This is an optimization exercise on Yosys and OpenROAD, whose aim is small area, not a production implementation. Function was checked by simulation only, so behaviour that the tests miss may differ from the original.

**config.mk**
```make
export PLATFORM = sky130hd
export DESIGN_NAME = dsp
export DESIGN_NICKNAME = dsp
export VERILOG_FILES = /design/flow/design.v
export SDC_FILE = /design/flow/constraint.sdc
export NUM_CORES = 4
export LEC_CHECK = 0
export CAP_MARGIN = 20
export CORE_MARGIN = 2
export CORE_UTILIZATION = 55
export SLEW_MARGIN = 20
export SYNTH_HIERARCHICAL = 1
```
**constraint.sdc**
```tcl
create_clock -name core_clock -period 8.0 [get_ports {clk}]
set_input_delay 1.6000 -clock core_clock [delete_from_list [all_inputs] [get_ports {clk}]]
set_output_delay 1.6000 -clock core_clock [all_outputs]
set_load 0.01 [all_outputs]
```
**design.v**
```verilog
module prbs(
            clk,
            rst,
            enable,
            valid,
            bit_out_r,
            bit_out_i
            );
    parameter SEED = 9'h1AA;
    parameter [8:0] MASK_I = 9'b111010101;
    output bit_out_r;
    output bit_out_i;
    input rst;
    input clk;
    input enable;
    input valid;
    reg [8:0] buffer;
    always @(posedge clk or negedge rst) begin
        if (!rst)
            buffer <= SEED;
        else if (enable & valid)
            buffer <= {buffer[0] ^ buffer[4], buffer[8:1]};
    end
    assign bit_out_r = buffer[0];
    assign bit_out_i = ^(buffer & MASK_I);
endmodule
module tx(
          clk,
          rst,
          enable,
          cs,
          started,
          tx_in,
          tx_out
          );
    input clk;
    input rst;
    input enable;
    input [1:0] cs;
    input started;
    input tx_in;
    output [7:0] tx_out;
    reg       pb;        
    reg [5:0] w;         
    always @(posedge clk or negedge rst) begin
        if (!rst) begin
            pb <= 1'b0;
            w <= 6'd0;
        end
        else if (enable) begin
            if (cs == 2'd3)
                pb <= tx_in;
            if (cs == 2'd0)
                w <= {w[4:0], pb};
        end
    end
    wire [1:0] c = cs - 2'd1;
    wire [1:0] s24 = w[2] + w[4];
    wire [1:0] s15 = w[1] + w[5];
    wire [1:0] s23 = w[2] + w[3];
    wire [1:0] s14 = w[1] + w[4];
    wire [1:0] s05 = w[0] + w[5];
    wire [6:0] g0, g2, go;
    tx_fe0 u_f0 (.w3 (w[3]), .s24 (s24), .s15 (s15), .f (g0));
    tx_fe2 u_f2 (.s23 (s23), .s14 (s14), .s05 (s05), .f (g2));
    tx_fo u_fo (.a (c[1] ? w[2] : w[3]), .b (c[1] ? w[3] : w[2]),
                .d (c[1] ? w[1] : w[4]), .e (c[1] ? w[5] : w[0]), .f (go));
    wire [7:0] sum = {c[0] ? go : (c[1] ? g2 : g0), c[0]};
    assign tx_out = started ? sum : 8'd0;
endmodule
module tx_fo(a, b, d, e, f);
    input a;
    input b;
    input d;
    input e;
    output reg [6:0] f;
    always @* begin
        case ({a, b, d, e})
            4'd0: f = 7'h62;
            4'd1: f = 7'h60;
            4'd2: f = 7'h57;
            4'd3: f = 7'h55;
            4'd4: f = 7'h6c;
            4'd5: f = 7'h6a;
            4'd6: f = 7'h61;
            4'd7: f = 7'h5f;
            4'd8: f = 7'h20;
            4'd9: f = 7'h1e;
            4'd10: f = 7'h15;
            4'd11: f = 7'h13;
            4'd12: f = 7'h2a;
            4'd13: f = 7'h28;
            4'd14: f = 7'h1f;
            4'd15: f = 7'h1d;
            default: f = 7'h00;
        endcase
    end
endmodule
module tx_fe0(w3, s24, s15, f);
    input w3;
    input [1:0] s24;
    input [1:0] s15;
    output reg [6:0] f;
    always @* begin
        case ({w3, s24, s15})
            5'd0: f = 7'h61;
            5'd1: f = 7'h63;
            5'd2: f = 7'h65;
            5'd4: f = 7'h5a;
            5'd5: f = 7'h5c;
            5'd6: f = 7'h5e;
            5'd8: f = 7'h53;
            5'd9: f = 7'h55;
            5'd10: f = 7'h57;
            5'd16: f = 7'h29;
            5'd17: f = 7'h2b;
            5'd18: f = 7'h2d;
            5'd20: f = 7'h22;
            5'd21: f = 7'h24;
            5'd22: f = 7'h26;
            5'd24: f = 7'h1b;
            5'd25: f = 7'h1d;
            5'd26: f = 7'h1f;
            default: f = 7'h00;
        endcase
    end
endmodule
module tx_fe2(s23, s14, s05, f);
    input [1:0] s23;
    input [1:0] s14;
    input [1:0] s05;
    output reg [6:0] f;
    always @* begin
        case ({s23, s14, s05})
            6'd0: f = 7'h61;
            6'd1: f = 7'h60;
            6'd2: f = 7'h5f;
            6'd4: f = 7'h5c;
            6'd5: f = 7'h5b;
            6'd6: f = 7'h5a;
            6'd8: f = 7'h57;
            6'd9: f = 7'h56;
            6'd10: f = 7'h55;
            6'd16: f = 7'h06;
            6'd17: f = 7'h05;
            6'd18: f = 7'h04;
            6'd20: f = 7'h01;
            6'd21: f = 7'h00;
            6'd22: f = 7'h7f;
            6'd24: f = 7'h7c;
            6'd25: f = 7'h7b;
            6'd26: f = 7'h7a;
            6'd32: f = 7'h2b;
            6'd33: f = 7'h2a;
            6'd34: f = 7'h29;
            6'd36: f = 7'h26;
            6'd37: f = 7'h25;
            6'd38: f = 7'h24;
            6'd40: f = 7'h21;
            6'd41: f = 7'h20;
            6'd42: f = 7'h1f;
            default: f = 7'h00;
        endcase
    end
endmodule
module rx(
          clk,
          rst,
          enable,
          rx_in,
          sample,
          rx_out,
          rx_bit_out
          );
    input clk;
    input rst;
    input enable;
    input signed [7:0] rx_in;
    input sample;        
    output reg [7:0] rx_out;
    output reg rx_bit_out;
    reg [8*24-1:0] xl;
    wire [7:0] u0 = {~xl[7], xl[6:0]};
    wire [7:0] u1 = {~xl[15], xl[14:8]};
    wire [7:0] u2 = {~xl[23], xl[22:16]};
    wire [7:0] u3 = {~xl[31], xl[30:24]};
    wire [7:0] u4 = {~xl[39], xl[38:32]};
    wire [7:0] u5 = {~xl[47], xl[46:40]};
    wire [7:0] u6 = {~xl[55], xl[54:48]};
    wire [7:0] u7 = {~xl[63], xl[62:56]};
    wire [7:0] u8 = {~xl[71], xl[70:64]};
    wire [7:0] u9 = {~xl[79], xl[78:72]};
    wire [7:0] u10 = {~xl[87], xl[86:80]};
    wire [7:0] u11 = {~xl[95], xl[94:88]};
    wire [7:0] u12 = {~xl[103], xl[102:96]};
    wire [7:0] u13 = {~xl[111], xl[110:104]};
    wire [7:0] u14 = {~xl[119], xl[118:112]};
    wire [7:0] u15 = {~xl[127], xl[126:120]};
    wire [7:0] u16 = {~xl[135], xl[134:128]};
    wire [7:0] u17 = {~xl[143], xl[142:136]};
    wire [7:0] u18 = {~xl[151], xl[150:144]};
    wire [7:0] u19 = {~xl[159], xl[158:152]};
    wire [7:0] u20 = {~xl[167], xl[166:160]};
    wire [7:0] u21 = {~xl[175], xl[174:168]};
    wire [7:0] u22 = {~xl[183], xl[182:176]};
    wire [7:0] u23 = {~xl[191], xl[190:184]};
    wire [8:0] p6;
    wire [7:0] p6_c;
    rx_ha u_p6_0 (.a(u6[0]), .b(u18[0]), .s(p6[0]), .co(p6_c[0]));
    rx_fa u_p6_1 (.a(u6[1]), .b(u18[1]), .c(p6_c[0]), .s(p6[1]), .co(p6_c[1]));
    rx_fa u_p6_2 (.a(u6[2]), .b(u18[2]), .c(p6_c[1]), .s(p6[2]), .co(p6_c[2]));
    rx_fa u_p6_3 (.a(u6[3]), .b(u18[3]), .c(p6_c[2]), .s(p6[3]), .co(p6_c[3]));
    rx_fa u_p6_4 (.a(u6[4]), .b(u18[4]), .c(p6_c[3]), .s(p6[4]), .co(p6_c[4]));
    rx_fa u_p6_5 (.a(u6[5]), .b(u18[5]), .c(p6_c[4]), .s(p6[5]), .co(p6_c[5]));
    rx_fa u_p6_6 (.a(u6[6]), .b(u18[6]), .c(p6_c[5]), .s(p6[6]), .co(p6_c[6]));
    rx_fa u_p6_7 (.a(u6[7]), .b(u18[7]), .c(p6_c[6]), .s(p6[7]), .co(p6_c[7]));
    assign p6[8] = p6_c[7];
    wire [8:0] p7;
    wire [7:0] p7_c;
    rx_ha u_p7_0 (.a(u7[0]), .b(u17[0]), .s(p7[0]), .co(p7_c[0]));
    rx_fa u_p7_1 (.a(u7[1]), .b(u17[1]), .c(p7_c[0]), .s(p7[1]), .co(p7_c[1]));
    rx_fa u_p7_2 (.a(u7[2]), .b(u17[2]), .c(p7_c[1]), .s(p7[2]), .co(p7_c[2]));
    rx_fa u_p7_3 (.a(u7[3]), .b(u17[3]), .c(p7_c[2]), .s(p7[3]), .co(p7_c[3]));
    rx_fa u_p7_4 (.a(u7[4]), .b(u17[4]), .c(p7_c[3]), .s(p7[4]), .co(p7_c[4]));
    rx_fa u_p7_5 (.a(u7[5]), .b(u17[5]), .c(p7_c[4]), .s(p7[5]), .co(p7_c[5]));
    rx_fa u_p7_6 (.a(u7[6]), .b(u17[6]), .c(p7_c[5]), .s(p7[6]), .co(p7_c[6]));
    rx_fa u_p7_7 (.a(u7[7]), .b(u17[7]), .c(p7_c[6]), .s(p7[7]), .co(p7_c[7]));
    assign p7[8] = p7_c[7];
    wire [8:0] p8;
    wire [7:0] p8_c;
    rx_ha u_p8_0 (.a(u8[0]), .b(u16[0]), .s(p8[0]), .co(p8_c[0]));
    rx_fa u_p8_1 (.a(u8[1]), .b(u16[1]), .c(p8_c[0]), .s(p8[1]), .co(p8_c[1]));
    rx_fa u_p8_2 (.a(u8[2]), .b(u16[2]), .c(p8_c[1]), .s(p8[2]), .co(p8_c[2]));
    rx_fa u_p8_3 (.a(u8[3]), .b(u16[3]), .c(p8_c[2]), .s(p8[3]), .co(p8_c[3]));
    rx_fa u_p8_4 (.a(u8[4]), .b(u16[4]), .c(p8_c[3]), .s(p8[4]), .co(p8_c[4]));
    rx_fa u_p8_5 (.a(u8[5]), .b(u16[5]), .c(p8_c[4]), .s(p8[5]), .co(p8_c[5]));
    rx_fa u_p8_6 (.a(u8[6]), .b(u16[6]), .c(p8_c[5]), .s(p8[6]), .co(p8_c[6]));
    rx_fa u_p8_7 (.a(u8[7]), .b(u16[7]), .c(p8_c[6]), .s(p8[7]), .co(p8_c[7]));
    assign p8[8] = p8_c[7];
    wire [8:0] p9;
    wire [7:0] p9_c;
    rx_ha u_p9_0 (.a(u9[0]), .b(u15[0]), .s(p9[0]), .co(p9_c[0]));
    rx_fa u_p9_1 (.a(u9[1]), .b(u15[1]), .c(p9_c[0]), .s(p9[1]), .co(p9_c[1]));
    rx_fa u_p9_2 (.a(u9[2]), .b(u15[2]), .c(p9_c[1]), .s(p9[2]), .co(p9_c[2]));
    rx_fa u_p9_3 (.a(u9[3]), .b(u15[3]), .c(p9_c[2]), .s(p9[3]), .co(p9_c[3]));
    rx_fa u_p9_4 (.a(u9[4]), .b(u15[4]), .c(p9_c[3]), .s(p9[4]), .co(p9_c[4]));
    rx_fa u_p9_5 (.a(u9[5]), .b(u15[5]), .c(p9_c[4]), .s(p9[5]), .co(p9_c[5]));
    rx_fa u_p9_6 (.a(u9[6]), .b(u15[6]), .c(p9_c[5]), .s(p9[6]), .co(p9_c[6]));
    rx_fa u_p9_7 (.a(u9[7]), .b(u15[7]), .c(p9_c[6]), .s(p9[7]), .co(p9_c[7]));
    assign p9[8] = p9_c[7];
    wire [8:0] p10;
    wire [7:0] p10_c;
    rx_ha u_p10_0 (.a(u10[0]), .b(u14[0]), .s(p10[0]), .co(p10_c[0]));
    rx_fa u_p10_1 (.a(u10[1]), .b(u14[1]), .c(p10_c[0]), .s(p10[1]), .co(p10_c[1]));
    rx_fa u_p10_2 (.a(u10[2]), .b(u14[2]), .c(p10_c[1]), .s(p10[2]), .co(p10_c[2]));
    rx_fa u_p10_3 (.a(u10[3]), .b(u14[3]), .c(p10_c[2]), .s(p10[3]), .co(p10_c[3]));
    rx_fa u_p10_4 (.a(u10[4]), .b(u14[4]), .c(p10_c[3]), .s(p10[4]), .co(p10_c[4]));
    rx_fa u_p10_5 (.a(u10[5]), .b(u14[5]), .c(p10_c[4]), .s(p10[5]), .co(p10_c[5]));
    rx_fa u_p10_6 (.a(u10[6]), .b(u14[6]), .c(p10_c[5]), .s(p10[6]), .co(p10_c[6]));
    rx_fa u_p10_7 (.a(u10[7]), .b(u14[7]), .c(p10_c[6]), .s(p10[7]), .co(p10_c[7]));
    assign p10[8] = p10_c[7];
    wire [8:0] p11;
    wire [7:0] p11_c;
    rx_ha u_p11_0 (.a(u11[0]), .b(u13[0]), .s(p11[0]), .co(p11_c[0]));
    rx_fa u_p11_1 (.a(u11[1]), .b(u13[1]), .c(p11_c[0]), .s(p11[1]), .co(p11_c[1]));
    rx_fa u_p11_2 (.a(u11[2]), .b(u13[2]), .c(p11_c[1]), .s(p11[2]), .co(p11_c[2]));
    rx_fa u_p11_3 (.a(u11[3]), .b(u13[3]), .c(p11_c[2]), .s(p11[3]), .co(p11_c[3]));
    rx_fa u_p11_4 (.a(u11[4]), .b(u13[4]), .c(p11_c[3]), .s(p11[4]), .co(p11_c[4]));
    rx_fa u_p11_5 (.a(u11[5]), .b(u13[5]), .c(p11_c[4]), .s(p11[5]), .co(p11_c[5]));
    rx_fa u_p11_6 (.a(u11[6]), .b(u13[6]), .c(p11_c[5]), .s(p11[6]), .co(p11_c[6]));
    rx_fa u_p11_7 (.a(u11[7]), .b(u13[7]), .c(p11_c[6]), .s(p11[7]), .co(p11_c[7]));
    assign p11[8] = p11_c[7];
    wire s1, c2;
    rx_fa u_s1 (.a(1'b1), .b(~u22[0]), .c(~u2[0]), .s(s1), .co(c2));
    wire s3, c4;
    rx_fa u_s3 (.a(p10[0]), .b(p7[0]), .c(p8[0]), .s(s3), .co(c4));
    wire s5, c6;
    rx_fa u_s5 (.a(~p6[0]), .b(s1), .c(s3), .s(s5), .co(c6));
    wire s7, c8;
    rx_fa u_s7 (.a(u20[0]), .b(u4[0]), .c(~u1[0]), .s(s7), .co(c8));
    wire s9, c10;
    rx_fa u_s9 (.a(~u22[1]), .b(~u23[0]), .c(~u2[1]), .s(s9), .co(c10));
    wire s11, c12;
    rx_fa u_s11 (.a(p9[0]), .b(~p11[0]), .c(c2), .s(s11), .co(c12));
    wire s13, c14;
    rx_fa u_s13 (.a(s7), .b(s9), .c(p10[1]), .s(s13), .co(c14));
    wire s15, c16;
    rx_fa u_s15 (.a(p7[1]), .b(p8[1]), .c(c4), .s(s15), .co(c16));
    wire s17, c18;
    rx_fa u_s17 (.a(~p6[1]), .b(s11), .c(s13), .s(s17), .co(c18));
    wire s19, c20;
    rx_fa u_s19 (.a(c6), .b(s15), .c(s17), .s(s19), .co(c20));
    wire s21, c22;
    rx_fa u_s21 (.a(1'b1), .b(u20[1]), .c(u4[1]), .s(s21), .co(c22));
    wire s23, c24;
    rx_fa u_s23 (.a(~u1[1]), .b(~u22[2]), .c(~u23[1]), .s(s23), .co(c24));
    wire s25, c26;
    rx_fa u_s25 (.a(~u2[2]), .b(p10[0]), .c(p7[0]), .s(s25), .co(c26));
    wire s27, c28;
    rx_fa u_s27 (.a(~p6[0]), .b(c10), .c(c8), .s(s27), .co(c28));
    wire s29, c30;
    rx_fa u_s29 (.a(s21), .b(s23), .c(p9[1]), .s(s29), .co(c30));
    wire s31, c32;
    rx_fa u_s31 (.a(~p11[1]), .b(s25), .c(c12), .s(s31), .co(c32));
    wire s33, c34;
    rx_fa u_s33 (.a(s27), .b(p10[2]), .c(p7[2]), .s(s33), .co(c34));
    wire s35, c36;
    rx_fa u_s35 (.a(p8[2]), .b(c14), .c(~p6[2]), .s(s35), .co(c36));
    wire s37, c38;
    rx_fa u_s37 (.a(c16), .b(s29), .c(s31), .s(s37), .co(c38));
    wire s39, c40;
    rx_fa u_s39 (.a(s33), .b(c18), .c(s35), .s(s39), .co(c40));
    wire s41, c42;
    rx_fa u_s41 (.a(s37), .b(c20), .c(s39), .s(s41), .co(c42));
    wire s43, c44;
    rx_fa u_s43 (.a(u12[0]), .b(u20[2]), .c(u4[2]), .s(s43), .co(c44));
    wire s45, c46;
    rx_fa u_s45 (.a(~u1[2]), .b(~u22[3]), .c(~u23[2]), .s(s45), .co(c46));
    wire s47, c48;
    rx_fa u_s47 (.a(~u2[3]), .b(p9[0]), .c(~p8[0]), .s(s47), .co(c48));
    wire s49, c50;
    rx_fa u_s49 (.a(c22), .b(c24), .c(s43), .s(s49), .co(c50));
    wire s51, c52;
    rx_fa u_s51 (.a(s45), .b(p10[1]), .c(p7[1]), .s(s51), .co(c52));
    wire s53, c54;
    rx_fa u_s53 (.a(c26), .b(~p6[1]), .c(s47), .s(s53), .co(c54));
    wire s55, c56;
    rx_fa u_s55 (.a(c28), .b(s49), .c(p9[2]), .s(s55), .co(c56));
    wire s57, c58;
    rx_fa u_s57 (.a(c30), .b(~p11[2]), .c(s51), .s(s57), .co(c58));
    wire s59, c60;
    rx_fa u_s59 (.a(s53), .b(c32), .c(p10[3]), .s(s59), .co(c60));
    wire s61, c62;
    rx_fa u_s61 (.a(p7[3]), .b(p8[3]), .c(c34), .s(s61), .co(c62));
    wire s63, c64;
    rx_fa u_s63 (.a(~p6[3]), .b(c36), .c(s55), .s(s63), .co(c64));
    wire s65, c66;
    rx_fa u_s65 (.a(s57), .b(c38), .c(s59), .s(s65), .co(c66));
    wire s67, c68;
    rx_fa u_s67 (.a(s61), .b(c40), .c(s63), .s(s67), .co(c68));
    wire s69, c70;
    rx_fa u_s69 (.a(s65), .b(c42), .c(s67), .s(s69), .co(c70));
    wire s71, c72;
    rx_fa u_s71 (.a(u12[1]), .b(u20[3]), .c(u4[3]), .s(s71), .co(c72));
    wire s73, c74;
    rx_fa u_s73 (.a(~u1[3]), .b(~u22[4]), .c(~u23[3]), .s(s73), .co(c74));
    wire s75, c76;
    rx_fa u_s75 (.a(~u2[4]), .b(~p7[0]), .c(c44), .s(s75), .co(c76));
    wire s77, c78;
    rx_fa u_s77 (.a(c46), .b(s71), .c(s73), .s(s77), .co(c78));
    wire s79, c80;
    rx_fa u_s79 (.a(p9[1]), .b(~p8[1]), .c(c48), .s(s79), .co(c80));
    wire s81, c82;
    rx_fa u_s81 (.a(c50), .b(s75), .c(s77), .s(s81), .co(c82));
    wire s83, c84;
    rx_fa u_s83 (.a(p10[2]), .b(p7[2]), .c(c52), .s(s83), .co(c84));
    wire s85, c86;
    rx_fa u_s85 (.a(~p6[2]), .b(c54), .c(s79), .s(s85), .co(c86));
    wire s87, c88;
    rx_fa u_s87 (.a(p9[3]), .b(c56), .c(s81), .s(s87), .co(c88));
    wire s89, c90;
    rx_fa u_s89 (.a(~p11[3]), .b(c58), .c(s83), .s(s89), .co(c90));
    wire s91, c92;
    rx_fa u_s91 (.a(s85), .b(p10[4]), .c(p7[4]), .s(s91), .co(c92));
    wire s93, c94;
    rx_fa u_s93 (.a(p8[4]), .b(~p6[4]), .c(c60), .s(s93), .co(c94));
    wire s95, c96;
    rx_fa u_s95 (.a(c62), .b(c64), .c(s87), .s(s95), .co(c96));
    wire s97, c98;
    rx_fa u_s97 (.a(s89), .b(s91), .c(c66), .s(s97), .co(c98));
    wire s99, c100;
    rx_fa u_s99 (.a(s93), .b(s95), .c(c68), .s(s99), .co(c100));
    wire s101, c102;
    rx_fa u_s101 (.a(s97), .b(c70), .c(s99), .s(s101), .co(c102));
    wire s103, c104;
    rx_fa u_s103 (.a(1'b1), .b(u12[2]), .c(u20[4]), .s(s103), .co(c104));
    wire s105, c106;
    rx_fa u_s105 (.a(u4[4]), .b(~u1[4]), .c(~u22[5]), .s(s105), .co(c106));
    wire s107, c108;
    rx_fa u_s107 (.a(~u23[4]), .b(~u2[5]), .c(p10[0]), .s(s107), .co(c108));
    wire s109, c110;
    rx_fa u_s109 (.a(c72), .b(c74), .c(s103), .s(s109), .co(c110));
    wire s111, c112;
    rx_fa u_s111 (.a(s105), .b(~p7[1]), .c(s107), .s(s111), .co(c112));
    wire s113, c114;
    rx_fa u_s113 (.a(c76), .b(c78), .c(s109), .s(s113), .co(c114));
    wire s115, c116;
    rx_fa u_s115 (.a(p9[2]), .b(~p8[2]), .c(c80), .s(s115), .co(c116));
    wire s117, c118;
    rx_fa u_s117 (.a(s111), .b(c82), .c(p10[3]), .s(s117), .co(c118));
    wire s119, c120;
    rx_fa u_s119 (.a(p7[3]), .b(s113), .c(~p6[3]), .s(s119), .co(c120));
    wire s121, c122;
    rx_fa u_s121 (.a(c84), .b(s115), .c(c86), .s(s121), .co(c122));
    wire s123, c124;
    rx_fa u_s123 (.a(p9[4]), .b(~p11[4]), .c(c88), .s(s123), .co(c124));
    wire s125, c126;
    rx_fa u_s125 (.a(s117), .b(s119), .c(c90), .s(s125), .co(c126));
    wire s127, c128;
    rx_fa u_s127 (.a(s121), .b(p10[5]), .c(p7[5]), .s(s127), .co(c128));
    wire s129, c130;
    rx_fa u_s129 (.a(p8[5]), .b(~p6[5]), .c(c92), .s(s129), .co(c130));
    wire s131, c132;
    rx_fa u_s131 (.a(c94), .b(c96), .c(s123), .s(s131), .co(c132));
    wire s133, c134;
    rx_fa u_s133 (.a(s125), .b(s127), .c(s129), .s(s133), .co(c134));
    wire s135, c136;
    rx_fa u_s135 (.a(c98), .b(s131), .c(c100), .s(s135), .co(c136));
    wire s137, c138;
    rx_fa u_s137 (.a(s133), .b(c102), .c(s135), .s(s137), .co(c138));
    wire s139, c140;
    rx_fa u_s139 (.a(u12[0]), .b(u12[3]), .c(u20[5]), .s(s139), .co(c140));
    wire s141, c142;
    rx_fa u_s141 (.a(u4[5]), .b(~u1[5]), .c(~u22[6]), .s(s141), .co(c142));
    wire s143, c144;
    rx_fa u_s143 (.a(~u23[5]), .b(~u2[6]), .c(p11[0]), .s(s143), .co(c144));
    wire s145, c146;
    rx_fa u_s145 (.a(c104), .b(c106), .c(s139), .s(s145), .co(c146));
    wire s147, c148;
    rx_fa u_s147 (.a(s141), .b(p10[1]), .c(c108), .s(s147), .co(c148));
    wire s149, c150;
    rx_fa u_s149 (.a(s143), .b(c110), .c(s145), .s(s149), .co(c150));
    wire s151, c152;
    rx_fa u_s151 (.a(~p7[2]), .b(c112), .c(s147), .s(s151), .co(c152));
    wire s153, c154;
    rx_fa u_s153 (.a(c114), .b(p9[3]), .c(s149), .s(s153), .co(c154));
    wire s155, c156;
    rx_fa u_s155 (.a(~p8[3]), .b(c116), .c(s151), .s(s155), .co(c156));
    wire s157, c158;
    rx_fa u_s157 (.a(p10[4]), .b(p7[4]), .c(~p6[4]), .s(s157), .co(c158));
    wire s159, c160;
    rx_fa u_s159 (.a(c118), .b(c120), .c(s153), .s(s159), .co(c160));
    wire s161, c162;
    rx_fa u_s161 (.a(c122), .b(s155), .c(p9[5]), .s(s161), .co(c162));
    wire s163, c164;
    rx_fa u_s163 (.a(~p11[5]), .b(s157), .c(c124), .s(s163), .co(c164));
    wire s165, c166;
    rx_fa u_s165 (.a(s159), .b(c126), .c(p10[6]), .s(s165), .co(c166));
    wire s167, c168;
    rx_fa u_s167 (.a(p7[6]), .b(p8[6]), .c(c128), .s(s167), .co(c168));
    wire s169, c170;
    rx_fa u_s169 (.a(~p6[6]), .b(s161), .c(c130), .s(s169), .co(c170));
    wire s171, c172;
    rx_fa u_s171 (.a(c132), .b(s163), .c(s165), .s(s171), .co(c172));
    wire s173, c174;
    rx_fa u_s173 (.a(s167), .b(c134), .c(s169), .s(s173), .co(c174));
    wire s175, c176;
    rx_fa u_s175 (.a(c136), .b(s171), .c(s173), .s(s175), .co(c176));
    wire s177, c178;
    rx_fa u_s177 (.a(u12[1]), .b(u12[4]), .c(u20[6]), .s(s177), .co(c178));
    wire s179, c180;
    rx_fa u_s179 (.a(u4[6]), .b(~u1[6]), .c(~u22[7]), .s(s179), .co(c180));
    wire s181, c182;
    rx_fa u_s181 (.a(~u23[6]), .b(~u2[7]), .c(c140), .s(s181), .co(c182));
    wire s183, c184;
    rx_fa u_s183 (.a(c142), .b(s177), .c(s179), .s(s183), .co(c184));
    wire s185, c186;
    rx_fa u_s185 (.a(p11[1]), .b(c144), .c(c146), .s(s185), .co(c186));
    wire s187, c188;
    rx_fa u_s187 (.a(s181), .b(s183), .c(p10[2]), .s(s187), .co(c188));
    wire s189, c190;
    rx_fa u_s189 (.a(c148), .b(c150), .c(s185), .s(s189), .co(c190));
    wire s191, c192;
    rx_fa u_s191 (.a(~p7[3]), .b(s187), .c(c152), .s(s191), .co(c192));
    wire s193, c194;
    rx_fa u_s193 (.a(p9[4]), .b(s189), .c(~p8[4]), .s(s193), .co(c194));
    wire s195, c196;
    rx_fa u_s195 (.a(c154), .b(c156), .c(s191), .s(s195), .co(c196));
    wire s197, c198;
    rx_fa u_s197 (.a(p10[5]), .b(p7[5]), .c(~p6[5]), .s(s197), .co(c198));
    wire s199, c200;
    rx_fa u_s199 (.a(c158), .b(s193), .c(c160), .s(s199), .co(c200));
    wire s201, c202;
    rx_fa u_s201 (.a(s195), .b(p9[6]), .c(c162), .s(s201), .co(c202));
    wire s203, c204;
    rx_fa u_s203 (.a(~p11[6]), .b(s197), .c(c164), .s(s203), .co(c204));
    wire s205, c206;
    rx_fa u_s205 (.a(s199), .b(p10[7]), .c(p7[7]), .s(s205), .co(c206));
    wire s207, c208;
    rx_fa u_s207 (.a(p8[7]), .b(~p6[7]), .c(c166), .s(s207), .co(c208));
    wire s209, c210;
    rx_fa u_s209 (.a(c168), .b(s201), .c(c170), .s(s209), .co(c210));
    wire s211, c212;
    rx_fa u_s211 (.a(s203), .b(s205), .c(c172), .s(s211), .co(c212));
    wire s213, c214;
    rx_fa u_s213 (.a(s207), .b(c174), .c(s209), .s(s213), .co(c214));
    wire s215, c216;
    rx_fa u_s215 (.a(s211), .b(c176), .c(s213), .s(s215), .co(c216));
    wire s217, c218;
    rx_fa u_s217 (.a(1'b1), .b(u12[2]), .c(u12[5]), .s(s217), .co(c218));
    wire s219, c220;
    rx_fa u_s219 (.a(u20[7]), .b(u4[7]), .c(~u1[7]), .s(s219), .co(c220));
    wire s221, c222;
    rx_fa u_s221 (.a(~u23[7]), .b(c178), .c(c180), .s(s221), .co(c222));
    wire s223, c224;
    rx_fa u_s223 (.a(s217), .b(s219), .c(c182), .s(s223), .co(c224));
    wire s225, c226;
    rx_fa u_s225 (.a(c184), .b(s221), .c(p11[2]), .s(s225), .co(c226));
    wire s227, c228;
    rx_fa u_s227 (.a(c186), .b(s223), .c(p10[3]), .s(s227), .co(c228));
    wire s229, c230;
    rx_fa u_s229 (.a(c188), .b(s225), .c(c190), .s(s229), .co(c230));
    wire s231, c232;
    rx_fa u_s231 (.a(~p7[4]), .b(s227), .c(c192), .s(s231), .co(c232));
    wire s233, c234;
    rx_fa u_s233 (.a(p9[5]), .b(~p8[5]), .c(c194), .s(s233), .co(c234));
    wire s235, c236;
    rx_fa u_s235 (.a(s229), .b(c196), .c(s231), .s(s235), .co(c236));
    wire s237, c238;
    rx_fa u_s237 (.a(p10[6]), .b(p7[6]), .c(~p6[6]), .s(s237), .co(c238));
    wire s239, c240;
    rx_fa u_s239 (.a(c198), .b(s233), .c(c200), .s(s239), .co(c240));
    wire s241, c242;
    rx_fa u_s241 (.a(p9[7]), .b(s235), .c(~p11[7]), .s(s241), .co(c242));
    wire s243, c244;
    rx_fa u_s243 (.a(c202), .b(s237), .c(c204), .s(s243), .co(c244));
    wire s245, c246;
    rx_fa u_s245 (.a(s239), .b(p10[8]), .c(p7[8]), .s(s245), .co(c246));
    wire s247, c248;
    rx_fa u_s247 (.a(p8[8]), .b(~p6[8]), .c(c206), .s(s247), .co(c248));
    wire s249, c250;
    rx_fa u_s249 (.a(c208), .b(s241), .c(c210), .s(s249), .co(c250));
    wire s251, c252;
    rx_fa u_s251 (.a(s243), .b(s245), .c(s247), .s(s251), .co(c252));
    wire s253, c254;
    rx_fa u_s253 (.a(c212), .b(c214), .c(s249), .s(s253), .co(c254));
    wire s255, c256;
    rx_fa u_s255 (.a(s251), .b(c216), .c(s253), .s(s255), .co(c256));
    wire s257, c258;
    rx_fa u_s257 (.a(1'b1), .b(u12[3]), .c(u12[6]), .s(s257), .co(c258));
    wire s259, c260;
    rx_fa u_s259 (.a(c218), .b(c220), .c(s257), .s(s259), .co(c260));
    wire s261, c262;
    rx_fa u_s261 (.a(c222), .b(s259), .c(c224), .s(s261), .co(c262));
    wire s263, c264;
    rx_fa u_s263 (.a(p11[3]), .b(c226), .c(s261), .s(s263), .co(c264));
    wire s265, c266;
    rx_fa u_s265 (.a(p10[4]), .b(c228), .c(~p7[5]), .s(s265), .co(c266));
    wire s267, c268;
    rx_fa u_s267 (.a(c230), .b(s263), .c(c232), .s(s267), .co(c268));
    wire s269, c270;
    rx_fa u_s269 (.a(p9[6]), .b(~p8[6]), .c(s265), .s(s269), .co(c270));
    wire s271, c272;
    rx_fa u_s271 (.a(c234), .b(c236), .c(p10[7]), .s(s271), .co(c272));
    wire s273, c274;
    rx_fa u_s273 (.a(p7[7]), .b(s267), .c(~p6[7]), .s(s273), .co(c274));
    wire s275, c276;
    rx_fa u_s275 (.a(c238), .b(s269), .c(c240), .s(s275), .co(c276));
    wire s277, c278;
    rx_fa u_s277 (.a(p9[8]), .b(~p11[8]), .c(c242), .s(s277), .co(c278));
    wire s279, c280;
    rx_fa u_s279 (.a(s271), .b(s273), .c(c244), .s(s279), .co(c280));
    wire s281, c282;
    rx_fa u_s281 (.a(s275), .b(c246), .c(c248), .s(s281), .co(c282));
    wire s283, c284;
    rx_fa u_s283 (.a(s277), .b(c250), .c(s279), .s(s283), .co(c284));
    wire s285, c286;
    rx_fa u_s285 (.a(c252), .b(s281), .c(c254), .s(s285), .co(c286));
    wire s287, c288;
    rx_fa u_s287 (.a(s283), .b(c256), .c(s285), .s(s287), .co(c288));
    wire s289, c290;
    rx_fa u_s289 (.a(u12[4]), .b(u12[7]), .c(c258), .s(s289), .co(c290));
    wire s291, c292;
    rx_fa u_s291 (.a(c260), .b(s289), .c(c262), .s(s291), .co(c292));
    wire s293, c294;
    rx_fa u_s293 (.a(p11[4]), .b(p10[5]), .c(s291), .s(s293), .co(c294));
    wire s295, c296;
    rx_fa u_s295 (.a(c264), .b(~p7[6]), .c(c266), .s(s295), .co(c296));
    wire s297, c298;
    rx_fa u_s297 (.a(s293), .b(c268), .c(p9[7]), .s(s297), .co(c298));
    wire s299, c300;
    rx_fa u_s299 (.a(~p8[7]), .b(c270), .c(s295), .s(s299), .co(c300));
    wire s301, c302;
    rx_fa u_s301 (.a(p10[8]), .b(p7[8]), .c(~p6[8]), .s(s301), .co(c302));
    wire s303, c304;
    rx_fa u_s303 (.a(c272), .b(c274), .c(s297), .s(s303), .co(c304));
    wire s305, c306;
    rx_fa u_s305 (.a(c276), .b(s299), .c(c278), .s(s305), .co(c306));
    wire s307, c308;
    rx_fa u_s307 (.a(s301), .b(s303), .c(c280), .s(s307), .co(c308));
    wire s309, c310;
    rx_fa u_s309 (.a(c282), .b(s305), .c(c284), .s(s309), .co(c310));
    wire s311, c312;
    rx_fa u_s311 (.a(s307), .b(c286), .c(s309), .s(s311), .co(c312));
    wire s313, c314;
    rx_fa u_s313 (.a(u12[5]), .b(c290), .c(c292), .s(s313), .co(c314));
    wire s315, c316;
    rx_fa u_s315 (.a(p11[5]), .b(p10[6]), .c(c294), .s(s315), .co(c316));
    wire s317, c318;
    rx_fa u_s317 (.a(s313), .b(~p7[7]), .c(c296), .s(s317), .co(c318));
    wire s319, c320;
    rx_fa u_s319 (.a(s315), .b(p9[8]), .c(~p8[8]), .s(s319), .co(c320));
    wire s321, c322;
    rx_fa u_s321 (.a(c298), .b(c300), .c(s317), .s(s321), .co(c322));
    wire s323, c324;
    rx_fa u_s323 (.a(c302), .b(c304), .c(s319), .s(s323), .co(c324));
    wire s325, c326;
    rx_fa u_s325 (.a(s321), .b(c306), .c(s323), .s(s325), .co(c326));
    wire s327, c328;
    rx_fa u_s327 (.a(c308), .b(s325), .c(c310), .s(s327), .co(c328));
    wire s329, c330;
    rx_fa u_s329 (.a(u12[6]), .b(c314), .c(p11[6]), .s(s329), .co(c330));
    wire s331, c332;
    rx_fa u_s331 (.a(p10[7]), .b(c316), .c(s329), .s(s331), .co(c332));
    wire s333, c334;
    rx_fa u_s333 (.a(~p7[8]), .b(c318), .c(s331), .s(s333), .co(c334));
    wire s335, c336;
    rx_fa u_s335 (.a(c320), .b(c322), .c(s333), .s(s335), .co(c336));
    wire s337, c338;
    rx_fa u_s337 (.a(c324), .b(s335), .c(c326), .s(s337), .co(c338));
    wire s339, c340;
    rx_fa u_s339 (.a(u12[7]), .b(p11[7]), .c(c330), .s(s339), .co(c340));
    wire s341, c342;
    rx_fa u_s341 (.a(p10[8]), .b(c332), .c(s339), .s(s341), .co(c342));
    wire s343, c344;
    rx_fa u_s343 (.a(s341), .b(c334), .c(c336), .s(s343), .co(c344));
    wire s345, c346;
    rx_fa u_s345 (.a(1'b1), .b(p11[8]), .c(c340), .s(s345), .co(c346));
    wire s347, c348;
    rx_fa u_s347 (.a(c342), .b(s345), .c(c344), .s(s347), .co(c348));
    wire [15:0] ra = {c346, s347, c338, c328, c312, c288, s287, s255, s215, c138, s137, s101, s69, s41, s19, s5};
    wire [15:0] rb = {c348, 1'b0, s343, s337, s327, s311, 1'b0, 1'b0, 1'b0, s175, 1'b0, 1'b0, 1'b0, 1'b0, 1'b0, 1'b0};
    wire [15:0] s = ra + rb;
    wire sat = (s[15:14] != {2{s[15]}});
    wire [7:0] sat_out = sat ? (s[15] ? 8'h80 : 8'h7f) : s[14:7];
    always @(posedge clk or negedge rst) begin
        if (!rst) begin
            xl <= {8*24{1'b0}};
            rx_out <= 8'd0;
            rx_bit_out <= 1'b0;
        end
        else if (enable) begin
            xl <= {xl[8*23-1:0], rx_in};
            rx_out <= sat_out;
            if (sample)
                rx_bit_out <= ~s[15];
        end
    end
endmodule
module rx_fa(a, b, c, s, co);
    input a, b, c;
    output s, co;
    assign s = a ^ b ^ c;
    assign co = (a & b) | (a & c) | (b & c);
endmodule
module rx_ha(a, b, s, co);
    input a, b;
    output s, co;
    assign s = a ^ b;
    assign co = a & b;
endmodule
module ber(
           clk,
           rst,
           enable,
           valid,
           t,
           sx_r,
           dx_r,
           sx_i,
           dx_i,
           error_count_r,
           error_count_i,
           bit_count
           );
    parameter SEQ_LEN = 1022;
    parameter R = 32;                   
    localparam AW = $clog2(SEQ_LEN);    
    localparam RB = $clog2(R);          
    localparam CB = RB - 2;             
    localparam NC = 1 << CB;
    localparam NG = 1 << (AW - CB - RB);
    localparam NR = NG * NC;            
    input clk;
    input rst;
    input enable;
    input valid;
    input [RB-1:0] t;       
    input sx_r;
    input dx_r;
    input sx_i;
    input dx_i;
    output [63:0] error_count_r;
    output [63:0] error_count_i;
    output [63:0] bit_count;
    reg [AW-1:0] counter;
    reg [AW-1:0] shift;
    reg [AW-1:0] wl;
    reg adapt;
    wire step = enable & valid;
    localparam integer NAD = SEQ_LEN * (SEQ_LEN + 1) + 1;
    localparam [AW-1:0] WL0 = (1 << AW) - (NAD % (1 << AW));
    reg [63-AW:0] bc_hi;
    wire [63-AW:0] bc_hi_inc;
    ber_inc #(.W (64 - AW)) inc_bc (.q (bc_hi), .inc (step & ~adapt & (&wl)), .d (bc_hi_inc));
    assign bit_count = {bc_hi, adapt ? {AW{1'b0}} : wl};
    wire counter_full = (counter == SEQ_LEN);
    wire end_adapt = (shift == SEQ_LEN);
    wire adapt_next = adapt & ~end_adapt;
    wire [AW-1:0] shift_next = shift + (adapt & counter_full);
    wire [AW-1:0] wl_next = wl + 1'b1;
    always @(posedge clk or negedge rst) begin
        if (!rst)
            bc_hi <= {64-AW{1'b0}};
        else
            bc_hi <= bc_hi_inc;
    end
    always @(posedge clk or negedge rst) begin
        if (!rst) begin
            counter <= {AW{1'b0}};
            shift <= {AW{1'b0}};
            wl <= WL0;
            adapt <= 1'b1;
        end
        else if (step) begin
            wl <= wl_next;
            if (adapt) begin
                if (!counter_full)
                    counter <= counter + 1'b1;
                else begin
                    counter <= {AW{1'b0}};
                    shift <= shift + 1'b1;
                end
                if (end_adapt)
                    adapt <= 1'b0;
            end
        end
    end
    wire [AW-CB-1:0] blk0 = wl[AW-1:CB];
    wire [AW-CB-1:0] blk1 = wl[AW-1:CB] - 1'b1;
    wire pass0 = (blk0[RB-1:0] == ~t);
    wire pass1 = (blk1[RB-1:0] == ~t);
    wire [NR-1:0] we;
    genvar gg, cc_;
    generate
        for (gg = 0; gg < NG; gg = gg + 1) begin : g_we_g
            for (cc_ = 0; cc_ < NC; cc_ = cc_ + 1) begin : g_we_c
                wire older = (cc_ > wl[CB-1:0]);
                assign we[gg*NC + cc_] = older ? (pass1 & (blk1[AW-CB-1:RB] == gg))
                                               : (pass0 & (blk0[AW-CB-1:RB] == gg));
            end
        end
    endgenerate
    ber_lane #(.SEQ_LEN(SEQ_LEN), .R(R)) lane_r (
        .clk (clk), .rst (rst), .step (step), .t (t), .adapt (adapt),
        .shift (shift), .counter_full (counter_full), .end_adapt (end_adapt),
        .wl_next (wl_next), .adapt_next (adapt_next), .shift_next (shift_next),
        .wl (wl), .we (we), .sx (sx_r), .dx (dx_r), .error_count (error_count_r));
    ber_lane #(.SEQ_LEN(SEQ_LEN), .R(R)) lane_i (
        .clk (clk), .rst (rst), .step (step), .t (t), .adapt (adapt),
        .shift (shift), .counter_full (counter_full), .end_adapt (end_adapt),
        .wl_next (wl_next), .adapt_next (adapt_next), .shift_next (shift_next),
        .wl (wl), .we (we), .sx (sx_i), .dx (dx_i), .error_count (error_count_i));
endmodule
module ber_lane(
                clk,
                rst,
                step,
                t,
                adapt,
                shift,
                counter_full,
                end_adapt,
                wl_next,
                adapt_next,
                shift_next,
                wl,
                we,
                sx,
                dx,
                error_count
                );
    parameter SEQ_LEN = 1022;
    parameter R = 32;
    localparam AW = $clog2(SEQ_LEN);
    localparam RB = $clog2(R);
    localparam CB = RB - 2;
    localparam NC = 1 << CB;
    localparam NG = 1 << (AW - CB - RB);
    localparam NR = NG * NC;
    input clk;
    input rst;
    input step;
    input [RB-1:0] t;
    input adapt;
    input [AW-1:0] shift;
    input counter_full;
    input end_adapt;
    input [AW-1:0] wl_next;
    input adapt_next;
    input [AW-1:0] shift_next;
    input [AW-1:0] wl;
    input [NR-1:0] we;
    input sx;
    input dx;
    output reg [63:0] error_count;
    reg [R*NR-1:0] q;
    reg [NC-1:0] wd_n;      
    reg wd_c0;
    wire [NC-1:0] wd;
    reg rd;
    reg [AW-1:0] min_error_count;
    reg [AW-1:0] min_shift;
    integer i;
    always @(posedge clk) begin
        for (i = 0; i < NR; i = i + 1)
            q[R*i +: R] <= {q[R*i +: R-1], we[i] ? wd[i % NC] : q[R*i+R-1]};
    end
    wire [AW-1:0] s = adapt ? shift : min_shift;
    wire [AW-1:0] s_next = adapt_next ? shift_next : min_shift;
    reg [AW-1:0] a;
    always @(posedge clk) begin
        if (step)
            a <= wl_next - s_next;
    end
    wire [CB-1:0] ac = a[CB-1:0];
    wire [RB-1:0] am = a[CB+RB-1:CB];
    wire [AW-CB-RB-1:0] ag = a[AW-1:CB+RB];
    wire [RB-1:0] pos = am + t;                
    wire rpass = (pos[1:0] == 2'b11);          
    localparam NP = R / 4;
    wire [NR*NP-1:0] rq;
    genvar k, j;
    generate
        for (k = 0; k < NR; k = k + 1) begin : g_rq
            for (j = 0; j < NP; j = j + 1) begin : g_rqj
                assign rq[k*NP + j] = q[R*k + 4*j + 3];
            end
        end
    endgenerate
    wire rq_sel;
    ber_sel #(.N (NR*NP)) sel_rq (.d (rq), .s ({ag, ac, pos[RB-1:2]}), .y (rq_sel));
    always @(posedge clk) begin
        if (rpass)
            rd <= rq_sel;
    end
    wire bit_d = (s < NC) ? wd[wl[CB-1:0] - s[CB-1:0]] : (rpass ? rq_sel : rd);
    wire e = bit_d ^ dx;
    wire [AW-1:0] ec_lo = error_count[AW-1:0];
    wire clr = step & adapt & (counter_full | end_adapt);
    wire inc = step & e & ~(adapt & counter_full);
    wire [63:0] ec_inc;
    ber_inc #(.W (64)) inc_ec (.q (error_count), .inc (inc), .d (ec_inc));
    always @(posedge clk or negedge rst) begin
        if (!rst)
            error_count <= 64'd0;
        else begin
            error_count[AW-1:0] <= clr ? {AW{1'b0}} : ec_inc[AW-1:0];
            error_count[63:AW] <= ec_inc[63:AW];
        end
    end
    wire [AW-1:0] wn = wl + 1'b1;
    localparam integer NAD = SEQ_LEN * (SEQ_LEN + 1) + 1;
    localparam integer C0 = ((1 << AW) - (NAD % (1 << AW))) % NC;
    genvar g;
    generate
        for (g = 0; g < NC; g = g + 1) begin : g_wd
            if (g == C0) begin : g_r
                assign wd[g] = wd_c0;
            end
            else begin : g_n
                assign wd[g] = wd_n[g];
            end
        end
    endgenerate
    always @(posedge clk or negedge rst) begin
        if (!rst) begin
            wd_c0 <= 1'b0;
            min_error_count <= {AW{1'b1}};
        end
        else if (step) begin
            if (wn[CB-1:0] == C0)
                wd_c0 <= sx;
            if (adapt & counter_full & (ec_lo < min_error_count))
                min_error_count <= ec_lo;
        end
    end
    always @(posedge clk) begin
        if (step) begin
            for (i = 0; i < NC; i = i + 1)
                if (i != C0 && wn[CB-1:0] == i)
                    wd_n[i] <= sx;
            if (adapt & counter_full & (ec_lo < min_error_count))
                min_shift <= shift;
        end
    end
endmodule
module ber_inc(q, inc, d);
    parameter W = 64;
    localparam NB = (W + 7) / 8;
    input [W-1:0] q;
    input inc;
    output [W-1:0] d;
    wire [8*NB-1:0] qx = {{8*NB-W{1'b0}}, q};
    wire [8*NB-1:0] dx;
    wire [NB-1:0] all1;      
    wire [NB:0] below;       
    wire [8*NB:0] c;
    assign below[0] = 1'b1;
    genvar b, i;
    generate
        for (b = 0; b < NB; b = b + 1) begin : g_blk
            assign all1[b] = &qx[8*b +: 8];
            assign below[b+1] = below[b] & all1[b];
            assign c[8*b] = inc & below[b];
            for (i = 0; i < 8; i = i + 1) begin : g_bit
                assign dx[8*b+i] = qx[8*b+i] ^ c[8*b+i];
                if (i < 7) begin : g_c
                    assign c[8*b+i+1] = c[8*b+i] & qx[8*b+i];
                end
            end
        end
    endgenerate
    assign d = dx[W-1:0];
endmodule
module ber_sel(d, s, y);
    parameter N = 256;
    localparam SB = $clog2(N);
    input [N-1:0] d;
    input [SB-1:0] s;
    output y;
    generate
        if (N == 4) begin : g_leaf4
            ber_mux4 m (.d (d), .s (s), .y (y));
        end
        else if (N == 2) begin : g_leaf2
            assign y = s[0] ? d[1] : d[0];
        end
        else begin : g_node
            wire [3:0] part;
            genvar i;
            for (i = 0; i < 4; i = i + 1) begin : g_part
                ber_sel #(.N (N / 4)) sub (.d (d[i*(N/4) +: N/4]), .s (s[SB-3:0]), .y (part[i]));
            end
            ber_mux4 m (.d (part), .s (s[SB-1:SB-2]), .y (y));
        end
    endgenerate
endmodule
module ber_mux4(d, s, y);
    input [3:0] d;
    input [1:0] s;
    output y;
    assign y = s[1] ? (s[0] ? d[3] : d[2]) : (s[0] ? d[1] : d[0]);
endmodule
module dsp(
           rst,
           clk,
           i_enable_tx,
           i_enable_rx,
           i_enable_ber,
           i_phase,
           o_error_count_r,
           o_error_count_i,
           o_bit_count_r,
           o_bit_count_i,
           o_tx,
           o_rx,
           o_led
           );
    input rst;
    input clk;
    input i_enable_tx;
    input i_enable_rx;
    input i_enable_ber;
    input [1:0] i_phase;
    output [63:0] o_error_count_r;
    output [63:0] o_error_count_i;
    output [63:0] o_bit_count_r;
    output [63:0] o_bit_count_i;
    output [15:0] o_tx;
    output [15:0] o_rx;
    output [3:0] o_led;
    wire prbs_out_r;
    wire [7:0] tx_out_r;
    wire [7:0] rx_out_r;
    wire rx_bit_out_r;
    wire prbs_out_i;
    wire [7:0] tx_out_i;
    wire [7:0] rx_out_i;
    wire rx_bit_out_i;
    wire [63:0] bit_count;
    reg [4:0] clk_counter;      
    reg [1:0] phase;
    reg ber_rst;
    reg enable_tx;
    reg enable_rx;
    reg [1:0] tx_cs;        
    reg tx_started;         
    reg [1:0] rx_cc;        
    wire valid = (clk_counter[1:0] == 2'd1);
    assign o_led[0] = enable_tx;
    assign o_led[1] = enable_rx;
    assign o_led[2] = 1'b0;
    assign o_led[3] = ~((|o_error_count_r) | (|o_error_count_i));
    assign o_tx = {tx_out_r, tx_out_i};
    assign o_rx = {rx_out_r, rx_out_i};
    assign o_bit_count_r = bit_count;
    assign o_bit_count_i = bit_count;
    always @(posedge clk or negedge rst) begin
        if (!rst) begin
            clk_counter <= 5'd0;
            phase <= 2'd0;
            ber_rst <= 1'b0;
            enable_tx <= 1'b0;
            enable_rx <= 1'b0;
            tx_cs <= 2'd0;
            tx_started <= 1'b0;
            rx_cc <= 2'd0;
        end
        else begin
            clk_counter <= clk_counter + 5'd1;
            phase <= i_phase;
            enable_tx <= i_enable_tx;
            enable_rx <= i_enable_rx;
            ber_rst <= !((i_phase != phase) || (!enable_rx && i_enable_rx));
            if (enable_tx) begin
                tx_cs <= tx_cs + 2'd1;
                tx_started <= 1'b1;
            end
            if (enable_rx)
                rx_cc <= rx_cc + 2'd1;
        end
    end
    prbs #(.SEED (9'h1AA), .MASK_I (9'b111010101)) prbs0 (
        .clk (clk), .rst (rst), .enable (enable_tx), .valid (valid),
        .bit_out_r (prbs_out_r), .bit_out_i (prbs_out_i));
    tx tx_r (
        .clk (clk), .rst (rst), .enable (enable_tx), .cs (tx_cs), .started (tx_started), .tx_in (prbs_out_r),
        .tx_out (tx_out_r));
    tx tx_i (
        .clk (clk), .rst (rst), .enable (enable_tx), .cs (tx_cs), .started (tx_started), .tx_in (prbs_out_i),
        .tx_out (tx_out_i));
    rx rx_r (
        .clk (clk), .rst (rst), .enable (enable_rx), .rx_in (tx_out_r),
        .sample (rx_cc == phase), .rx_out (rx_out_r), .rx_bit_out (rx_bit_out_r));
    rx rx_i (
        .clk (clk), .rst (rst), .enable (enable_rx), .rx_in (tx_out_i),
        .sample (rx_cc == phase), .rx_out (rx_out_i), .rx_bit_out (rx_bit_out_i));
    ber ber0 (
        .clk (clk), .rst (ber_rst), .enable (i_enable_ber), .valid (valid),
        .t (clk_counter),
        .sx_r (prbs_out_r), .dx_r (rx_bit_out_r),
        .sx_i (prbs_out_i), .dx_i (rx_bit_out_i),
        .error_count_r (o_error_count_r), .error_count_i (o_error_count_i),
        .bit_count (bit_count));
endmodule
```
**flow/run.sh**
```bash
#!/bin/bash
# Layout: the standard ORFS flow (standard.sh), with two changes to how
# the layout is built: the clock tree uses sink clusters of up to 18
# flip-flops and no dummy loads, and the port buffers are the smallest
# buffer cell.  Every tool's output stays in orfs/logs; make's own output
# goes to flow_make.log in this folder.
set -euo pipefail
export CTS_ARGS="-sink_clustering_enable -repair_clock_nets -sink_clustering_size 18 -sink_clustering_max_diameter 50 -buf_list {sky130_fd_sc_hd__clkbuf_8} -dont_use_dummy_load"
export BUFFER_PORTS_ARGS="-buffer_cell sky130_fd_sc_hd__buf_1"
bash standard.sh > flow_make.log 2>&1
```
**standard.sh**
```bash
#!/bin/bash
# synth_recipe.tcl (not shown) runs the flow's synth.tcl, then flattens the netlist and writes it again
# the make line also repeats each setting of config.mk as NAME=value (left out here)
make -C /OpenROAD-flow-scripts/flow DESIGN_CONFIG=/design/flow/config.mk WORK_HOME=/design/flow/orfs CLKGATE_MAP_FILE= SYNTH_SCRIPT=/design/flow/synth_recipe.tcl "${@:-finish}"
```
==> results of run 1 <==
## kinds of logic after synthesis
group,after synthesis,share of synthesized area
xor+xnor,132,0.0129
flops,2779,0.657
buf+inv,426,0.0225
other cells,3,0.000124
simple gates,689,0.0406
compound gates,400,0.0302
mux,637,0.100
fa+ha+maj,723,0.136
## Yosys cell counts (57+ instances only)
| cell type | instances | area [um2] |
|---|---|---|
| nand4_1 | 66 | 413 |
| ha_1 | 285 | 3570 |
| fa_1 | 438 | 8770 |
| inv_1 | 231 | 867 |
| nand3_1 | 89 | 445 |
| xnor2_1 | 69 | 604 |
| nand2_1 | 174 | 653 |
| xor2_1 | 62 | 543 |
| dfxtp_1 | 2050 | 41000 |
| mux2_2 | 403 | 4540 |
| dfrtp_1 | 640 | 16000 |
| nor2_1 | 111 | 417 |
| o21ai_0 | 130 | 651 |
| mux4_2 | 174 | 3920 |
| a21oi_1 | 57 | 285 |
| buf_4 | 73 | 548 |
## modules after synthesis (local to each module, per instance), a selection
module | area [um2] | copies in the design
rx | 8150 | 2
ber | 3950 | 1
dsp | 1330 | 1
tx | 573 | 2
tx_fe2 | 419 | 2
tx_fo | 221 | 2
tx_fe0 | 150 | 2
ber_mux4 | 22.5 | 170
rx_fa | 20.0 | 432
rx_ha | 12.5 | 12
## state kept, by name, summed over array words and instances, names as in the netlist, 54 cells and up
register                 cells
ber0.lane_i.q             1024
ber0.lane_i.error_count     64
rx_i.xl                    192
ber0.lane_r.q             1024
ber0.bc_hi                  54
ber0.lane_r.error_count     64
rx_r.xl                    192
## metal layers
layer | vias up | track usage
met5 | - | 0
met4 | 0 | 0.0553
met3 | 268 | 0.0382
met2 | 834 | 0.308
met1 | 21900 | 0.299
li1 | 20300 | -
## worst max-delay path: stages, from the launching register on
cell and delay (ns):
dfrtp_1 0.39, ha_1 0.23, fa_1 0.41, fa_1 0.40
fa_1 0.41, fa_1 0.40, fa_1 0.40, fa_1 0.41
fa_1 0.54, fa_1 0.43, fa_1 0.48, fa_1 0.53
fa_1 0.44, fa_1 0.47, ha_1 0.39, a21oi_2 0.31
o22ai_1 0.18, a31oi_4 0.33, a41oi_1 0.16, o31ai_1 0.25
## final timing paths
| check | from | endpoint | slack [ns] | cells after the start |
|---|---|---|---|---|
| max in group asynchronous | rst | enable_rx | 5.81 | 2 |
| worst max register to register | rx_r.xl[80] | rx_r.rx_out[5] | 0.30 | 19 |
| worst max-delay path | rx_r.xl[80] | rx_r.rx_out[5] | 0.30 | 19 |
| worst min register to register | ber0.lane_r.q[754] | ber0.lane_r.q[755] | 0.24 | 0 |
| worst min-delay path | ber0.lane_r.q[754] | ber0.lane_r.q[755] | 0.24 | 0 |
| min in group asynchronous | ber_rst | ber0.lane_i.error_count[40] | 0.25 | 0 |
## through the flow
stage	instances	setup slack (ns)	cell area (um2)	hold WS [ns]
2_1_floorplan	5799	0.100	90700	0.310
3_3_place_gp	8131	0.307	94000	0.268
3_5_place_dp	8131	0.171	94000	0.268
4_1_cts	8336	0.114	96800	0.239
5_1_grt	8342	-0.0303	96900	0.246
6_report	8344	0.304	96900	0.242
## final cells by class
cell class	instances	area (um2)	share of cell area
clock buffer	205	2820	0.0291
multi-input combinational	2595	29300	0.302
tap	2175	2720	0.0281
timing repair buffer	348	1630	0.0168
sequential	2779	59600	0.615
inverter	238	893	0.00922
antenna	4	10.0	0.000103
## what timing repair did
action / in CTS / in global routing
endpoints found under the setup margin: 0 / 15
resized for setup: 0 / 14
buffers inserted: 0 / 3
==> summary.txt, run 1 <==
post-route ant nets 0; layout cells sized above 1 0.155; worst-margin pin slew 1.10 ns; final hold viol count 0; CP Launch Type register; Total Routing Usage GR 0.202; TritonRoute pass-1 iters 5; Layout Nets just under 7,000; Max Used Layer met4; count of mapped cells out of synthesis 5,789; Area Overhead vs Synth 6.94%; final wirelength 166,000 um; synthesized area per cell between 15 and 20 um2; IO Pins approximately 300; critical path class reg2reg; most common cell after layout, fill and taps aside dfxtp_1; Final Util 0.594; TNS Setup 0 ns; hpwl dp 118,000 um; grt ovf 0; Chip Height 410 um; Crit. End Element register; RD Place Congestion a little under 0.9; synthesized cell area 90,600 um2; critical path fanouts, max 9; Num CTS Buffers between 200 and 250; Period minus WS final 7.70 ns; H-tree levels 4; Synth async-reset ratio 0.243; Primary FF master, synth dfxtp_1; number of enable flip-flop cells after synthesis 54; WP data required 8.79 ns; via/cell ratio 5.20; met1 wire length 79,700 um; Setup-failing EPs final 0; sequential cell area fraction in the yosys report 0.657; f_max 130 MHz; Site Rows 148; Initial Utilization 0.556; Worst Path Arrival 8.49 ns; number of global-route vias before repair around 45,000; starting DRC count in detailed routing 2,340; most frequent cells in the layout dfxtp_1 (2,050), dfrtp_1 (638), fa_1 (438), mux2_2 (403), buf_1 (296); met2 wire length 74,300 um; YS warnings 15; worst min path class reg2reg; DR WL met3 approximately 7700 um; # fillers about 13,000; die width 410 um; initial antenna violation count 7; post-route clock skew between 0.1 and 0.15 ns; PortBufs just under 300; CTS tree done; die area 168,000 um2; CTS Root Cell clkbuf_8; number of synthesized register bits between 2,000 and 3,000; clock sink total between 2,000 and 3,000; Pins Over Slew Limit 0; CTS Buffer Depth 3; Slew HR 0.246; max_cap viols 0; clk slew on worst S/H paths 0.10 ns; # hold bufs at CTS 0; core area around 160,000 um2; outcome timing/DRC/antenna clean; clock latency on the worst-skew pair approximately 1 ns; Wirelength per Cell just under 20 um; DR DRC count 0; Distinct cells, synth 96; first-pass GRT wire length 262,000 um; period utilization 0.962; largest net degree at the start of global routing 186; vias 43,400
==> run 2: changes to the inputs <==
--- a/design.v
+++ b/design.v
@@ -685,3 +685,2 @@
     output [63:0] bit_count;
-    reg [AW-1:0] counter;
     reg [AW-1:0] shift;
@@ -696,2 +695,3 @@
     assign bit_count = {bc_hi, adapt ? {AW{1'b0}} : wl};
+    wire [AW-1:0] counter = wl - WL0 - (SEQ_LEN + 1) * shift;
     wire counter_full = (counter == SEQ_LEN);
@@ -709,3 +709,2 @@
         if (!rst) begin
-            counter <= {AW{1'b0}};
             shift <= {AW{1'b0}};
@@ -717,8 +716,4 @@
             if (adapt) begin
-                if (!counter_full)
-                    counter <= counter + 1'b1;
-                else begin
-                    counter <= {AW{1'b0}};
+                if (counter_full)
                     shift <= shift + 1'b1;
-                end
                 if (end_adapt)
==> summary.txt, run 2 <==
Layout Cells excl Fill 8,396 (+0.62%); most frequent cells in the layout dfxtp_1 (2,050), dfrtp_1 (628), fa_1 (440), mux2_2 (402), ha_1 (304); die area 168,000 um2 (about the same); final hold viol count 0 (unchanged); IO Pins 299 (unchanged); YS warnings 15 (unchanged); Period minus WS final 7.69 ns (-0.00670 ns); worst-margin pin slew 1.12 ns (+0.0185 ns); RD Place Congestion 0.863 (-0.78%); CP Launch Type register; Largest regs ber0.lane_i.q x1024, ber0.lane_r.q x1024; Synth area leaders dfxtp_1 (45%), dfrtp_1 (17%), fa_1 (9.7%); clk slew on worst S/H paths 0.08 ns (-0.02 ns); RR Endpoint rx_r.rx_out[5]; Initial Utilization 0.552 (-0.00394); core area 164,000 um2 (+0.79%); grt ovf 0 (unchanged); vias 43,400 (+0.046%); share of the synthesized area in the top cell type 0.452 (about the same); worst r2r src rx_r.xl[48]; final worst setup slack 0.311 ns (+0.00670 ns); Synth async-reset ratio 0.240 (-0.00273); cell taking the most area after synthesis dfxtp_1; # hold bufs at CTS 0 (unchanged); Pins Over Slew Limit 0 (unchanged); synthesized area per cell 15.6 um2 (-0.53%); FF/Latch Area 59,400 um2 (-0.42%); count leader, synth dfxtp_1; final wirelength 165,000 um (-0.72%); max_cap viols 0 (unchanged); initial antenna violation count 3 (-4); # fillers 12,900 (+1.0%); worst min path class reg2async; multi-input logic area 29,500 um2 (+0.77%); first-pass GRT wire length 262,000 um (-0.27%); period utilization 0.961 (about the same); Num CTS Buffers 211 (+2.9%); Area Overhead vs Synth 7.05%; PortBufs 297 (unchanged); top post-synthesis cells by count dfxtp_1 (2,050), dfrtp_1 (630), fa_1 (440); f_max 130 MHz (about the same); sequential cell area fraction in the yosys report 0.654 (-0.00325); layout cells sized above 1 0.153 (-0.00192); TNS Setup 0 ns (unchanged); CTS tree done; Primary FF master, synth dfxtp_1; synthesized cell area 90,700 um2 (about the same); Worst R2R Path Depth 20 (+1); CTS Root Cell clkbuf_8; Total Routing Usage GR 0.201 (-0.000913); Chip Height 410 um (about the same); WP data required 8.79 ns (about the same); Reg2Reg Setup Slack 0.31 ns (about the same); hpwl dp 118,000 um (-0.19%); die width 410 um (about the same); Distinct cells, synth 100 (+4.2%); DR DRC count 0 (unchanged); critical path class reg2reg; Crit. End Element register; Layout Nets 6,956 (+0.86%); starting DRC count in detailed routing 2,722 (+16%); Site Rows 149 (+0.68%); most common cell after layout, fill and taps aside dfxtp_1; H-tree levels 4 (unchanged); Slew HR 0.248 (+0.00225); via/cell ratio 5.17 (-0.57%); count of mapped cells out of synthesis 5,824 (+0.60%); CP startpoint rx_r.xl[48]; Wirelength per Cell 19.6 um (-1.3%); clock sink total 2,769 (-0.36%); CTS Buffer Depth 3 (unchanged); Worst Path Arrival 8.48 ns (about the same); post-route clock skew 0.142 ns (+0.0352 ns); number of enable flip-flop cells after synthesis 54 (unchanged); clock latency on the worst-skew pair 0.98 ns (about the same); Post-Place Setup Slack 0.181 ns (+0.0102 ns); post-route ant nets 0 (unchanged); Placed Instances 8,180 (+0.60%); WHS 0.184 ns (-0.0589 ns); TritonRoute pass-1 iters 6 (+1); outcome timing/DRC/antenna clean; critical path fanouts, max 9 (unchanged); largest net degree at the start of global routing 169 (-9.1%); Setup-failing EPs final 0 (unchanged); number of global-route vias before repair 45,300 (+0.63%); RSZ-0062 raised after global routing false; number of synthesized register bits 2,769 (-0.36%)
## run 2: per-module statistics from Yosys, one instance, submodules excluded, excerpt
module / copies in the design / flops+latches / cell area (um2) / cells inside
tx_fe0: 2 / 0 / 150 / 21
dsp: 1 / 15 / 1330 / 150
tx_fo: 2 / 0 / 221 / 30
ber: 1 / 75 / 4070 / 396
rx_fa: 432 / 0 / 20.0 / 1
tx_fe2: 2 / 0 / 419 / 64
tx: 2 / 7 / 573 / 53
ber_mux4: 170 / 0 / 22.5 / 1
rx: 2 / 201 / 8150 / 629
rx_ha: 12 / 0 / 12.5 / 1
## run 2: worst max-delay path by stage
stage	slack (ns)	end	depth (start not counted)
after floorplan	0.10	ber0.lane_i.error_count[47]	23
after global placement	0.32	rx_r.rx_out[6]	19
after detailed placement	0.18	rx_r.rx_out[5]	19
after CTS	0.18	rx_i.rx_out[0]	19
after global routing	0.0009	rx_r.rx_out[5]	19
final	0.31	rx_r.rx_out[5]	20
## run 2: routing by layer
metal | track usage | share of wire
met1 | 0.296 | 0.48
met2 | 0.308 | 0.45
met3 | 0.0379 | 0.044
met4 | 0.0562 | 0.024
met5 | 0 | 0
## run 2: final cells by class
type,count,area share
Antenna cell,4,0.000103
Clock buffer,211,0.0299
Inverter,262,0.0101
Multi-Input combinational cell,2616,0.304
Sequential cell,2769,0.611
Tap cell,2189,0.0282
Timing Repair Buffer,345,0.0168
## run 2: worst max-delay path, stage by stage (launching register included)
cell and delay, ns:
dfrtp_1 0.39, ha_1 0.21, fa_1 0.40, fa_1 0.39, fa_1 0.44, fa_1 0.45
fa_1 0.42, fa_1 0.39, fa_1 0.48, inv_1 0.08, fa_1 0.39, fa_1 0.44
fa_1 0.53, fa_1 0.43, fa_1 0.40, ha_1 0.28, a21oi_2 0.34, mux2_4 0.35
a41oi_4 0.33, a41oi_1 0.17, o31ai_1 0.25
## run 2: cell families after synthesis
logic type	share of synthesized area
xor+xnor	0.0134
mux	0.0984
fa+ha+maj	0.139
other cells	0.000124
buf+inv	0.0232
flops	0.654
compound gates	0.0310
simple gates	0.0405
## run 2: timing repair
| item | in CTS | in global routing |
|---|---|---|
| buffers inserted | 0 | 0 |
| hold endpoints to repair | 0 | 0 |
| resized for setup | 0 | 8 |
| endpoints found under the setup margin | 0 | 12 |
## run 2: per-stage QoR
step / utilization / cell area, um2
after floorplan: - / 90800
after global placement: 0.572 / 94100
after detailed placement: 0.572 / 94100
after CTS: 0.590 / 97000
after global routing: 0.591 / 97100
final: 0.591 / 97100

==> afterwards: timing with drivers on the ports <==
Ports are ideal in the flow. The routed layouts listed here were re-timed in OpenROAD.
Step 1 (the two cells are an assumption about what drives the block):
set clk [get_ports {clk}]
set_driving_cell -lib_cell sky130_fd_sc_hd__clkbuf_16 $clk
set_driving_cell -lib_cell sky130_fd_sc_hd__buf_2 [delete_from_list [all_inputs] $clk]
Step 2 adds t to the input delays and takes it off the output delays; t is the mean of the earliest and latest rising clock arrival at the registers after step 1. Input paths then give back, and output paths get back, about the clock's delay inside the block.
Slacks: no drivers / after step 1 / after step 2; pairs: no drivers / after step 1.
run | t, ns | setup slack, ns | worst hold slack (ns) | worst register clock-pin slew, ns | worst slew at a driven data input, ns
run 1 | 1.006 | 0.304 / 0.304 / 0.304 | 0.242 / 0.242 / 0.242 | 0.11 / 0.11 | 0.09
run 2 | 0.991 | 0.311 / 0.311 / 0.311 | 0.184 / 0.184 / 0.184 | 0.11 / 0.11 | 0.05
After both steps every run listed still meets setup and hold.
